This design comes from an exercise in tuning for small area, a short achievable clock period and few clock cycles per item on the open sky130 flow, not from production work. RTL that was checked went through simulation tests only; none was proved equivalent to the original.

rev 12:
==> flow/design.v (excerpt) <==
module complex_multiplier
#(
    parameter INTEGER_WIDTH = 3,
    parameter FRACTIONAL_WIDTH = 13
)
(
    input  wire                                          clk,
    input  wire                                          rst_n,
    input  wire                                          input_a_tvalid,
    output wire                                          input_a_tready,
    input  wire [2*(INTEGER_WIDTH+FRACTIONAL_WIDTH)-1:0] input_a_tdata,
    input  wire                                          input_b_tvalid,
    output wire                                          input_b_tready,
    input  wire [2*(INTEGER_WIDTH+FRACTIONAL_WIDTH)-1:0] input_b_tdata,
    output reg                                           output_prod_tvalid,
    input  wire                                          output_prod_tready,
    output wire [2*(INTEGER_WIDTH+FRACTIONAL_WIDTH)-1:0] output_prod_tdata
);
For scale: ~3500 cells after synthesis, roughly 280 flip-flops, ~100 I/O pins, about 0.036 mm^2 of cells after synthesis.
export LEC_CHECK = 0
export CAP_MARGIN = 20
export CORE_MARGIN = 2
export CORE_UTILIZATION = 40
export SETUP_SLACK_MARGIN = 5
export SLEW_MARGIN = 20
export SYNTH_HIERARCHICAL = 1
export SYNTH_MINIMUM_KEEP_SIZE = 0
create_clock -name core_clock -period 10.0 [get_ports {clk}]
run.sh (not shown) runs the stock make flow with config.mk's settings and CLKGATE_MAP_FILE= SYNTH_SCRIPT=/design/flow/synth_recipe.tcl, a recipe that flattens the netlist after the stock synthesis.
Rev 12 completed; timing, DRC and antenna clean
Here is what was changed in the inputs of rev 13 compared with rev 12.
Settings: a deleted SETUP_SLACK_MARGIN that had been 5.
==> flow/flow/run.sh (new file) <==
#!/bin/bash
# The standard layout (standard.sh), with the port buffers made as sky130_fd_sc_hd__buf_2
# cells instead of buffer_ports' default, and timing repair aiming at 6.3 ns of setup slack.
set -euo pipefail
export BUFFER_PORTS_ARGS="-buffer_cell sky130_fd_sc_hd__buf_2"
export SETUP_SLACK_MARGIN=6.3
bash standard.sh > standard.log 2>&1
==> flow/standard.sh (new file) <==
#!/bin/bash
# synth_recipe.tcl (not shown) runs the flow's synth.tcl, then flattens the netlist and writes it again
# the make line also repeats each setting of config.mk as NAME=value (left out here)
make -C /OpenROAD-flow-scripts/flow DESIGN_CONFIG=/design/flow/config.mk WORK_HOME=/design/flow/orfs CLKGATE_MAP_FILE= SYNTH_SCRIPT=/design/flow/synth_recipe.tcl "${@:-finish}"
removed: flow/run.sh
### Flow results
Looking only at routed via count divided by cell count, and setting everything else aside, the lower value of rev 12 and rev 13 goes to rev 13.
In rev 13, the via count came out 101 above the value in rev 12.
sky130_fd_sc_hd__o41ai_1 as the slowest cell on the critical path was reported by rev 12, and sky130_fd_sc_hd__edfxtp_1 by rev 13.
Rev 13: all stages complete, timing, DRC and antenna checks passed
Function was not checked in any run of this note: the RTL went through the layout flow alone.


Another version of the RTL of complex_multiplier (not shown whole).
For scale: about 100 I/O pins, ~33,000 sq um of cells after synthesis.
==> flow/design.v (excerpt) <==
module complex_multiplier
#(
    parameter INTEGER_WIDTH = 3,
    parameter FRACTIONAL_WIDTH = 13
)
(
    input  wire                                          clk,
    input  wire                                          rst_n,
    input  wire                                          input_a_tvalid,
    output wire                                          input_a_tready,
    input  wire [2*(INTEGER_WIDTH+FRACTIONAL_WIDTH)-1:0] input_a_tdata,
    input  wire                                          input_b_tvalid,
    output wire                                          input_b_tready,
    input  wire [2*(INTEGER_WIDTH+FRACTIONAL_WIDTH)-1:0] input_b_tdata,
    output reg                                           output_prod_tvalid,
    input  wire                                          output_prod_tready,
    output wire [2*(INTEGER_WIDTH+FRACTIONAL_WIDTH)-1:0] output_prod_tdata
);
    reg         v0, v1, q1v;
    reg  [15:0] ar, ai;
    reg  [24:0] br, bi;     
    function [24:0] booth_enc;
        input [15:0] y;
        integer k;
        reg y2, y1, y0;
        begin
            for (k = 0; k < 8; k = k + 1) begin
                y2 = y[2*k+1];
                y1 = y[2*k];
                y0 = (k == 0) ? 1'b0 : y[2*k-1];
                booth_enc[k]      = y1 ^ y0;                                    
                booth_enc[8 + k]  = (y2 & ~y1 & ~y0) | (~y2 & y1 & y0);         
                booth_enc[16 + k] = y2 & ~(y1 & y0);                            
            end
            booth_enc[24] = y[15];
        end
    endfunction
    reg  [31:0] q0, q1;
    reg         wp, rp;
    wire take = output_prod_tready;                     
    wire en1  = ~v1 | ~q1v;                             
    wire en0  = ~v0 | en1;
    wire rdy  = ~(v0 & v1 & q1v);
    assign input_a_tready = rdy;
    assign input_b_tready = rdy;
    assign output_prod_tdata = rp ? q1 : q0;
    wire fire = input_a_tvalid & input_b_tvalid & rdy;
  ...
==> flow/config.mk <==
export PLATFORM = sky130hd
export DESIGN_NAME = complex_multiplier
export DESIGN_NICKNAME = complex_multiplier
export VERILOG_FILES = /design/flow/design.v
export SDC_FILE = /design/flow/constraint.sdc
export NUM_CORES = 4
export LEC_CHECK = 0
export CAP_MARGIN = 20
export CORE_MARGIN = 2
export CORE_UTILIZATION = 40
export CTS_CLUSTER_DIAMETER = 100
export CTS_CLUSTER_SIZE = 30
export SLEW_MARGIN = 20
export SYNTH_HIERARCHICAL = 1
export SYNTH_MINIMUM_KEEP_SIZE = 0
==> flow/constraint.sdc <==
create_clock -name core_clock -period 10.0 [get_ports {clk}]
set_input_delay 2.0000 -clock core_clock [delete_from_list [all_inputs] [get_ports {clk}]]
set_output_delay 2.0000 -clock core_clock [all_outputs]
set_load 0.01 [all_outputs]
standard.sh (not shown) runs the stock make flow with config.mk's settings and CLKGATE_MAP_FILE= SYNTH_SCRIPT=/design/flow/synth_recipe.tcl, a recipe that flattens the netlist after the stock synthesis.
==> flow/flow/run.sh <==
#!/bin/bash
# The standard layout (standard.sh), with the port buffers made as sky130_fd_sc_hd__buf_2
# cells instead of buffer_ports' default, and timing repair aiming at 6.0 ns of setup slack.
set -euo pipefail
export BUFFER_PORTS_ARGS="-buffer_cell sky130_fd_sc_hd__buf_2"
export SETUP_SLACK_MARGIN=6.0
bash standard.sh > standard.log 2>&1
Testbench counts at the start, summed over its fixed seeds: cycles 12,024, items 12,000.
Rerun with:
Settings changed: CTS_BUF_LIST from default to sky130_fd_sc_hd__clkbuf_4 sky130_fd_sc_hd__clkbuf_8, CTS_CLUSTER_DIAMETER 100 to default, CTS_CLUSTER_SIZE 30 to default.
Outcome:
- The changed run completed without violations
- via count came out higher by 0.68%
- count of clock-buffer cells in the layout came out higher by 39
- maximum frequency came out lower by 0.56%
- sequential share of layout area came out lower by 0.10 points
- worst setup slack got worse by 22 ps
- non-clock buffer count came out lower by 2
- wire length came out higher by 0.40%
Rerun with:
Settings changed: CTS_BUF_LIST sky130_fd_sc_hd__clkbuf_4 sky130_fd_sc_hd__clkbuf_8 to default.
Outcome:
- register-to-register slack barely changes
- routed wire length hardly moves
- via count came out lower by 0.87%
- global-route usage is about the same


Setup of run A:
Another version of the RTL of complex_multiplier (not shown whole).
For scale: roughly 100 I/O pins, ~0.033 mm^2 of cells after synthesis.
Design complex_multiplier, start of the top module:
module complex_multiplier
#(
    parameter INTEGER_WIDTH = 3,
    parameter FRACTIONAL_WIDTH = 13
)
(
    input  wire                                          clk,
    input  wire                                          rst_n,
    input  wire                                          input_a_tvalid,
    output wire                                          input_a_tready,
    input  wire [2*(INTEGER_WIDTH+FRACTIONAL_WIDTH)-1:0] input_a_tdata,
    input  wire                                          input_b_tvalid,
    output wire                                          input_b_tready,
    input  wire [2*(INTEGER_WIDTH+FRACTIONAL_WIDTH)-1:0] input_b_tdata,
    output reg                                           output_prod_tvalid,
    input  wire                                          output_prod_tready,
    output wire [2*(INTEGER_WIDTH+FRACTIONAL_WIDTH)-1:0] output_prod_tdata
);
clock: 10.0 ns
lec_check: 0
cap_margin: 20
core_margin: 2
core_utilization: 40
slew_margin: 20
synth_hierarchical: 1
synth_minimum_keep_size: 0
==> flow/flow/run.sh <==
#!/bin/bash
# The standard layout (standard.sh), with the port buffers made as sky130_fd_sc_hd__buf_2
# cells instead of buffer_ports' default, and timing repair aiming at 5 ns of setup slack.
set -euo pipefail
export BUFFER_PORTS_ARGS="-buffer_cell sky130_fd_sc_hd__buf_2"
export SETUP_SLACK_MARGIN=5
bash standard.sh > standard.log 2>&1
Testbench counts of run A, summed over its fixed seeds: cycles 12,024, items 12,000.
Edits applied to the flow inputs when going from run A to run B:
- SETUP_SLACK_MARGIN newly set to 5
==> flow/run.sh (new file) <==
#!/bin/bash
# synth_recipe.tcl (not shown) runs the flow's synth.tcl, then flattens the netlist and writes it again
# the make line also repeats each setting of config.mk as NAME=value (left out here)
make -C /OpenROAD-flow-scripts/flow DESIGN_CONFIG=/design/flow/config.mk WORK_HOME=/design/flow/orfs CLKGATE_MAP_FILE= SYNTH_SCRIPT=/design/flow/synth_recipe.tcl finish
removed: flow/flow/run.sh
removed: flow/standard.sh
Notes after the runs:
Status: via-per-instance ratio parity (run A, run B). On global routing met3 resource utilization, run A and run B are neck and neck. Period utilization is lower on run B.
Changes in run C relative to run B:
- removing SETUP_SLACK_MARGIN (formerly 5)
==> flow/flow/run.sh (new file) <==
#!/bin/bash
# The standard layout (standard.sh), with the port buffers made as sky130_fd_sc_hd__buf_2
# cells instead of buffer_ports' default, and timing repair aiming at 6.3 ns of setup slack.
set -euo pipefail
export BUFFER_PORTS_ARGS="-buffer_cell sky130_fd_sc_hd__buf_2"
export SETUP_SLACK_MARGIN=6.3
bash standard.sh > standard.log 2>&1
==> flow/standard.sh (new file) <==
#!/bin/bash
# synth_recipe.tcl (not shown) runs the flow's synth.tcl, then flattens the netlist and writes it again
# the make line also repeats each setting of config.mk as NAME=value (left out here)
make -C /OpenROAD-flow-scripts/flow DESIGN_CONFIG=/design/flow/config.mk WORK_HOME=/design/flow/orfs CLKGATE_MAP_FILE= SYNTH_SCRIPT=/design/flow/synth_recipe.tcl "${@:-finish}"
removed: flow/run.sh
### Flow results
Insertion delay of the later-clocked pin in the worst-skew pair: run C vs run B — no meaningful difference. Going from run B to run C, total global routing track utilization climbed 0.57 points; total of clock buffers placed in the layout increased about 5%; fraction of standard cell area that is sequential moved down.
diff inputs: run C => run D
diff --git a/flow/flow/run.sh b/flow/flow/run.sh
--- a/flow/flow/run.sh
+++ b/flow/flow/run.sh
@@ -3 +3 @@
-# cells instead of buffer_ports' default, and timing repair aiming at 6.3 ns of setup slack.
+# cells instead of buffer_ports' default, and timing repair aiming at 5.8 ns of setup slack.
@@ -6 +6 @@
-export SETUP_SLACK_MARGIN=6.3
+export SETUP_SLACK_MARGIN=5.8
Findings:
- Post-DP HPWL: run D vs run C down about 0.6%
- Run D vs run C — share of the cycle needed by the critical path after routing rose 1.7 points.
- Taking run C as the reference, in run D floorplan die area comparable; count of cells along the worst hold path was more or less identical; area taken by multi-input logic gates shrank by 4.3%; final wirelength has decreased.
- Comparing signed area change from the synthesized netlist to the final layout for run C and run D, the smaller number came from run D.
- Across both runs, setup slack was lower for run D than for run C.
- Run D ended up with a higher required time at the endpoint of the critical path than run C did.
- Looking only at first-pass GRT wire length, and setting everything else aside, the lower value of run C and run D goes to run D.
- Compared with run C, run D shows a post-route minimum period that is 0.17 ns higher.
--- input diff run D..run E ---
diff --git a/flow/flow/run.sh b/flow/flow/run.sh
--- a/flow/flow/run.sh
+++ b/flow/flow/run.sh
@@ -3 +3 @@
-# cells instead of buffer_ports' default, and timing repair aiming at 5.8 ns of setup slack.
+# cells instead of buffer_ports' default, and timing repair aiming at 6.8 ns of setup slack.
@@ -6 +6 @@
-export SETUP_SLACK_MARGIN=5.8
+export SETUP_SLACK_MARGIN=6.8
Notes after the runs:
In run E, the reg-to-reg setup timing slack came out 0.21 ns above the value in run D. Signal arrival time at the worst endpoint for run E: 0.19 ns down relative to run D. Cmp run E vs run D: peak fanout along the critical path lower in run E. [compare] base=run D new=run E: routed wire length increased by 6.5% relative to the old numbers; share of final layout cell area taken by non-clock buffers increased by 4.1 points relative to the old numbers; core utilization of the finished layout increased by 4.7 points relative to the old numbers; finished layout cell area increased by 11% relative to the old numbers; number of buffers other than clock buffers in the final layout increased by 150 relative to the old numbers. Area growth from synthesis to layout: run E > run D.


Another version of the RTL of complex_multiplier (not shown whole).
For scale: about 2800 cells after synthesis, ~280 flip-flops, roughly 100 I/O pins, ~33000 um^2 of cells after synthesis.
export LEC_CHECK = 0
export CAP_MARGIN = 20
export CORE_MARGIN = 2
export CORE_UTILIZATION = 40
export SLEW_MARGIN = 20
export SYNTH_HIERARCHICAL = 1
export SYNTH_MINIMUM_KEEP_SIZE = 0
create_clock -name core_clock -period 10.0 [get_ports {clk}]
==> flow/flow/run.sh <==
#!/bin/bash
# The standard layout (standard.sh), with the port buffers made as sky130_fd_sc_hd__buf_2
# cells instead of buffer_ports' default, and timing repair aiming at 5.5 ns of setup slack.
set -euo pipefail
export BUFFER_PORTS_ARGS="-buffer_cell sky130_fd_sc_hd__buf_2"
export SETUP_SLACK_MARGIN=5.5
bash standard.sh > standard.log 2>&1
Testbench counts at the start, summed over its fixed seeds: cycles 12,024, items 12,000.
Then changed:
==> flow/flow/run.sh (replaced) <==
#!/bin/bash
# The standard layout (standard.sh), with the port buffers made as sky130_fd_sc_hd__buf_2
# cells instead of buffer_ports' default, and timing repair aiming at 5.8 ns of setup slack.
set -euo pipefail
export BUFFER_PORTS_ARGS="-buffer_cell sky130_fd_sc_hd__buf_2"
export SETUP_SLACK_MARGIN=5.8
bash standard.sh > standard.log 2>&1
=> Via count hardly moves; global-route usage increases by 0.14 points; cell area barely changes; routed wire length increases by 1.0%; clock-buffer cell count increases by 2; non-clock buffer count increases by 16; cell count increases by 0.40%; setup slack gains 0.18 ns; sequential cell count is unchanged; critical path depth decreases by 3.
Then changed:
==> flow/flow/run.sh (replaced) <==
#!/bin/bash
# The standard layout (standard.sh), with the port buffers made as sky130_fd_sc_hd__buf_2
# cells instead of buffer_ports' default, and timing repair aiming at 6.0 ns of setup slack.
set -euo pipefail
export BUFFER_PORTS_ARGS="-buffer_cell sky130_fd_sc_hd__buf_2"
export SETUP_SLACK_MARGIN=6.0
bash standard.sh > standard.log 2>&1
Result:
- The new run completed without violations
- cell area goes up slightly
- via count goes up slightly
- hold slack loses 0.012 ns
- routed wire length shrinks slightly
- final cell count goes up slightly
- worst setup slack gains 0.15 ns
- global-route usage came out lower by 0.29 points
- core utilization climbs by 0.36 points
- register-to-register slack improves by 0.15 ns
Then changed:
==> flow/flow/run.sh (replaced) <==
#!/bin/bash
# The standard layout (standard.sh), with the port buffers made as sky130_fd_sc_hd__buf_2
# cells instead of buffer_ports' default, and timing repair aiming at 6.3 ns of setup slack.
set -euo pipefail
export BUFFER_PORTS_ARGS="-buffer_cell sky130_fd_sc_hd__buf_2"
export SETUP_SLACK_MARGIN=6.3
bash standard.sh > standard.log 2>&1
Effect: Wire length rose by about 6.5%; synthesized area does not change; design area rose by 5.6%; worst hold slack gains 0.0066 ns.
Then changed:
==> flow/run.sh (new file) <==
#!/bin/bash
# synth_recipe.tcl (not shown) runs the flow's synth.tcl, then flattens the netlist and writes it again
# the make line also repeats each setting of config.mk as NAME=value (left out here)
make -C /OpenROAD-flow-scripts/flow DESIGN_CONFIG=/design/flow/config.mk WORK_HOME=/design/flow/orfs CLKGATE_MAP_FILE= SYNTH_SCRIPT=/design/flow/synth_recipe.tcl finish
--- a/flow/config.mk
+++ b/flow/config.mk
@@ -9,4 +9,5 @@
 export CORE_MARGIN = 2
 export CORE_UTILIZATION = 40
+export SETUP_SLACK_MARGIN = 5
 export SLEW_MARGIN = 20
 export SYNTH_HIERARCHICAL = 1
removed: flow/flow/run.sh
removed: flow/standard.sh
=> Routed wire length came out lower by 5.4%. Setup slack got worse by 0.61 ns. Cell area fell by 5.3%. Worst hold slack gets worse by 0.0066 ns. Final cell count decreases by 2.9%. Clock-buffer cell count went up by 2. Synthesized cell count does not change.

[re-timing with driven ports]
The flow's constraints put no driver on any port. The routed layouts listed below were extracted and timed again, unchanged, in two steps.
Step 1 sets driving cells, clkbuf_16 on the clock port and buf_2 on the other inputs (assumed; they add their load-dependent delay and slew).
Step 2 moves the port delays by t, midway between the first and last clock arrival at a register: inputs arrive t later, outputs are due t later. That takes back most of the time a late clock gives input paths.
Slacks: ideal / step 1 / step 2; pairs: ideal / step 1.
| run | shift t [ns] | setup WS [ns] | worst setup path after step 2 | worst data-port slew with drivers (ns) | cell pins on the clock port's net |
|---|---|---|---|---|---|
| rev 12 | 0.636 | 5.830 / 5.830 / 5.830 | register to register | 0.06 | 1 |
| rev 13 | 0.625 | 6.256 / 6.256 / 6.256 | register to register | 0.09 | 1 |
| the first run of note 2 | 0.670 | 6.160 / 6.109 / 6.160 | register to register | 0.05 | 1 |
| the second run of note 2 | 0.740 | 6.139 / 6.091 / 6.139 | register to register | 0.05 | 1 |
| the third run of note 2 | 0.629 | 6.136 / 6.094 / 6.136 | register to register | 0.05 | 1 |
| run A | 0.625 | 5.522 / 5.522 / 5.522 | register to register | 0.04 | 1 |
| run B | 0.635 | 5.540 / 5.540 / 5.540 | register to register | 0.04 | 1 |
| run C | 0.625 | 6.093 / 6.093 / 6.093 | register to register | 0.04 | 1 |
| run D | 0.619 | 5.925 / 5.925 / 5.925 | register to register | 0.04 | 1 |
| run E | 0.617 | 6.138 / 6.138 / 6.138 | register to register | 0.05 | 1 |
| the first run of note 4 | 0.621 | 5.764 / 5.764 / 5.764 | register to register | 0.04 | 1 |
| the second run of note 4 | 0.629 | 5.943 / 5.943 / 5.943 | register to register | 0.04 | 1 |
| the third run of note 4 | 0.627 | 6.092 / 6.092 / 6.092 | register to register | 0.04 | 1 |
| the fourth run of note 4 | 0.629 | 6.262 / 6.262 / 6.262 | register to register | 0.04 | 1 |
| the fifth run of note 4 | 0.629 | 5.649 / 5.634 / 5.649 | register to register | 0.04 | 1 |
After both steps every run listed still meets setup and hold.
